This design comes from an exercise in tuning for small area, a short achievable clock period and few clock cycles on the open sky130 flow, not from production work. Function was checked by simulation only, so behaviour that the tests miss may differ from the original. Power and IR drop assume default switching activity.

try-ember:
==> flow/design.v (excerpt) <==
module neural(input  logic clk, reset, run_inference,
              output logic ready,
              output logic [9:0] RAM_address,
              output logic [7:0] RAM_wd,
              output logic RAM_we,
              input  logic [7:0] RAM_rd);
  localparam logic [2:0] K_NONE = 3'd0, K_TWO = 3'd1, K_NS = 3'd2, K_SH = 3'd3,
                         K_IN = 3'd4, K_MAC = 3'd5;
  localparam logic [2:0] S_IDLE = 3'd0, S_INP = 3'd1, S_NODE = 3'd2,
                         S_SWITCH = 3'd3, S_DONE = 3'd4, S_WE = 3'd5;
  logic [2:0]  st;
  logic [1:0]  hc;             
  logic [2:0]  dk, pk, rk, mk;
  logic        vmac;
  logic [3:0]  A;              
  logic [4:0]  B;              
  logic [4:0]  Bn;             
  logic [2:0]  Lr;             
  logic [2:0]  s;              
  logic [9:0]  colbase;        
  logic [9:0]  nxtP;           
  logic        rb;             
  logic [4:0]  nj;             
  logic        ph;             
  logic [3:0]  pos;            
  logic        rowd;           
  logic        shpend;         
  logic        nspend;         
  logic        nsdone;         
  logic [3:0]  wc0, wc1;       
  logic [4:0]  dr;             
  logic        dbias, dfin, dlast, drb, doutl, dendl;
  logic [3:0]  pr, rr;
  ...
Size in the first run: about 2100 cells after synthesis, roughly 31 I/O pins, roughly 23000 sq um of cells after synthesis.
==> flow/config.mk <==
export PLATFORM = sky130hd
export DESIGN_NAME = neural
export DESIGN_NICKNAME = neural
export VERILOG_FILES = /design/flow/design.v
export SDC_FILE = /design/flow/constraint.sdc
export NUM_CORES = 4
export LEC_CHECK = 0
export CAP_MARGIN = 20
export CORE_MARGIN = 2
export CORE_UTILIZATION = 40
export CTS_BUF_LIST = sky130_fd_sc_hd__clkbuf_16
export CTS_CLUSTER_DIAMETER = 80
export CTS_CLUSTER_SIZE = 24
export SLEW_MARGIN = 20
==> flow/constraint.sdc <==
create_clock -name core_clock -period 20.0 [get_ports {clk}]
set_input_delay 4.0000 -clock core_clock [delete_from_list [all_inputs] [get_ports {clk}]]
set_output_delay 4.0000 -clock core_clock [all_outputs]
set_load 0.01 [all_outputs]
standard.sh (not shown) runs the stock make flow with config.mk's settings and CLKGATE_MAP_FILE= SYNTH_SCRIPT=/design/flow/synth_recipe.tcl, a recipe that flattens the netlist after the stock synthesis.
==> flow/flow/run.sh <==
#!/bin/bash
# The standard layout, with faster port buffers than buffer_ports picks by default.
set -euo pipefail
export BUFFER_PORTS_ARGS="-buffer_cell sky130_fd_sc_hd__buf_4"
bash standard.sh > make_finish.log 2>&1
try-ember finished end to end and its layout was clean on timing, DRC and antenna.
Testbench counts of try-ember, summed over its fixed seeds: cycles 33,160.
Edits applied to the flow inputs when going from try-ember to try-umber:
--- a/flow/config.mk
+++ b/flow/config.mk
@@ -12,2 +12,2 @@
-export CTS_CLUSTER_DIAMETER = 80
-export CTS_CLUSTER_SIZE = 24
+export CTS_CLUSTER_DIAMETER = 100
+export CTS_CLUSTER_SIZE = 30
## What came out
try-umber: flow completed, timing, DRC and antenna clean
Sort try-umber and try-ember by count of clock-buffer cells in the layout, ascending, and try-umber comes first.
Internal power summed over all cells: try-umber < try-ember
On final area: try-umber sits below try-ember.
Between try-ember and try-umber, the flow reports power decreasing by a few percent.

---

neural again, from the RTL that the note above started with.
==> flow/config.mk <==
export PLATFORM = sky130hd
export DESIGN_NAME = neural
export DESIGN_NICKNAME = neural
export VERILOG_FILES = /design/flow/design.v
export SDC_FILE = /design/flow/constraint.sdc
export NUM_CORES = 4
export LEC_CHECK = 0
export CAP_MARGIN = 20
export CORE_MARGIN = 2
export CORE_UTILIZATION = 50
export CTS_BUF_LIST = sky130_fd_sc_hd__clkbuf_16
export CTS_CLUSTER_DIAMETER = 100
export CTS_CLUSTER_SIZE = 30
export SLEW_MARGIN = 20
==> flow/constraint.sdc <==
create_clock -name core_clock -period 20.0 [get_ports {clk}]
set_input_delay 4.0000 -clock core_clock [delete_from_list [all_inputs] [get_ports {clk}]]
set_output_delay 4.0000 -clock core_clock [all_outputs]
set_load 0.01 [all_outputs]
Scripts as last shown in full above: flow/flow/run.sh
Testbench counts at the start, summed over its fixed seeds: cycles 33,160.
Change:
CORE_UTILIZATION = 40   (was 50)
GPL_TIMING_DRIVEN = 0   (was default)
The changed run completed with no timing, DRC or antenna violations.
Final area increases by 2.9%.
Via count rises by 2.2%.
Non-clock buffer count grows by 67.
Sequential share of layout area goes down by 1.4 points.
Count of clock-buffer cells in the layout came out higher by 3.
Fmax falls by 2.8%.
Combinational power rose by about 5%.
Total power is higher by 3.9%.
Final cell count grows by 8.9%.
Utilization falls by 10 points.
First-iteration DRC count goes up by 2.9%.
Change:
==> flow/flow/run.sh (replaced) <==
#!/bin/bash
# The standard layout, with faster port buffers than buffer_ports picks by default
# and a two-level clock tree (root buffer, then leaf buffers).
set -euo pipefail
export BUFFER_PORTS_ARGS="-buffer_cell sky130_fd_sc_hd__buf_4"
export CTS_ARGS="-sink_clustering_enable -repair_clock_nets -sink_clustering_size 30 -sink_clustering_max_diameter 100 -buf_list sky130_fd_sc_hd__clkbuf_16 -sink_clustering_levels 1"
bash standard.sh > make_finish.log 2>&1
GPL_TIMING_DRIVEN = default   (was 0)
=> First-iteration DRC count drops by about 25%; maximum frequency climbs by about 3%; cell area went down by about 2%; utilization went down by 0.87 points; sequential cell count stays the same; worst setup slack gains 0.16 ns; global-route usage falls by 1.5 points; register-to-register slack gains 0.06 ns; die area is unchanged.
Change:
==> flow/flow/run.sh (replaced) <==
#!/bin/bash
# The standard layout, with faster port buffers than buffer_ports picks by default
# and a clock tree without buffers along its trunk (root buffer, then leaf buffers).
set -euo pipefail
export BUFFER_PORTS_ARGS="-buffer_cell sky130_fd_sc_hd__buf_4"
export CTS_ARGS="-sink_clustering_enable -repair_clock_nets -sink_clustering_size 30 -sink_clustering_max_diameter 100 -buf_list sky130_fd_sc_hd__clkbuf_16 -distance_between_buffers 1000 -branching_point_buffers_distance 1000"
bash standard.sh > make_finish.log 2>&1
Outcome: Register-to-register slack is about the same; cell area does not change; sequential cell count is unchanged; via count does not change; clock-buffer cell count stays the same; critical path depth stays the same; total power does not change; global-route usage stays the same; setup slack does not change; fmax is unchanged; cell count is unchanged.

[re-timing with driven ports]
How much do the figures lean on ideal ports? The routed layouts below were timed once more, with nothing changed but the port constraints. Step 1: set_driving_cell puts a clkbuf_16 on clk and a buf_2 on each other input, an assumption about the parent block. Step 2 times the ports against the registers' clock, not the clock port: input delays grow and output delays shrink by t, the midpoint of the rising clock arrivals with the driver on. a / b / c = no drivers / after step 1 / after step 2; a / b = the first two.
| run | t (ns) | setup slack, ns | hold WS [ns] | worst slew at a driven data input, ns |
|---|---|---|---|---|
| try-ember | 0.653 | 14.820 / 14.760 / 14.483 | 0.328 / 0.328 / 0.328 | 0.03 |
| try-umber | 0.623 | 14.847 / 14.788 / 14.445 | 0.329 / 0.329 / 0.329 | 0.03 |
| the first run of note 2 | 0.627 | 14.834 / 14.775 / 14.263 | 0.323 / 0.323 / 0.323 | 0.03 |
| the second run of note 2 | 0.641 | 14.685 / 14.723 / 14.082 | 0.318 / 0.318 / 0.318 | 0.03 |
| the third run of note 2 | 0.623 | 14.847 / 14.788 / 14.445 | 0.329 / 0.329 / 0.329 | 0.03 |
| the fourth run of note 2 | 0.623 | 14.847 / 14.788 / 14.445 | 0.329 / 0.329 / 0.329 | 0.03 |
After both steps setup and hold are still met in every run listed. The setup slack of the second run of note 2, which loses most, moves by +0.038 ns with the drivers and by -0.603 ns with both steps.
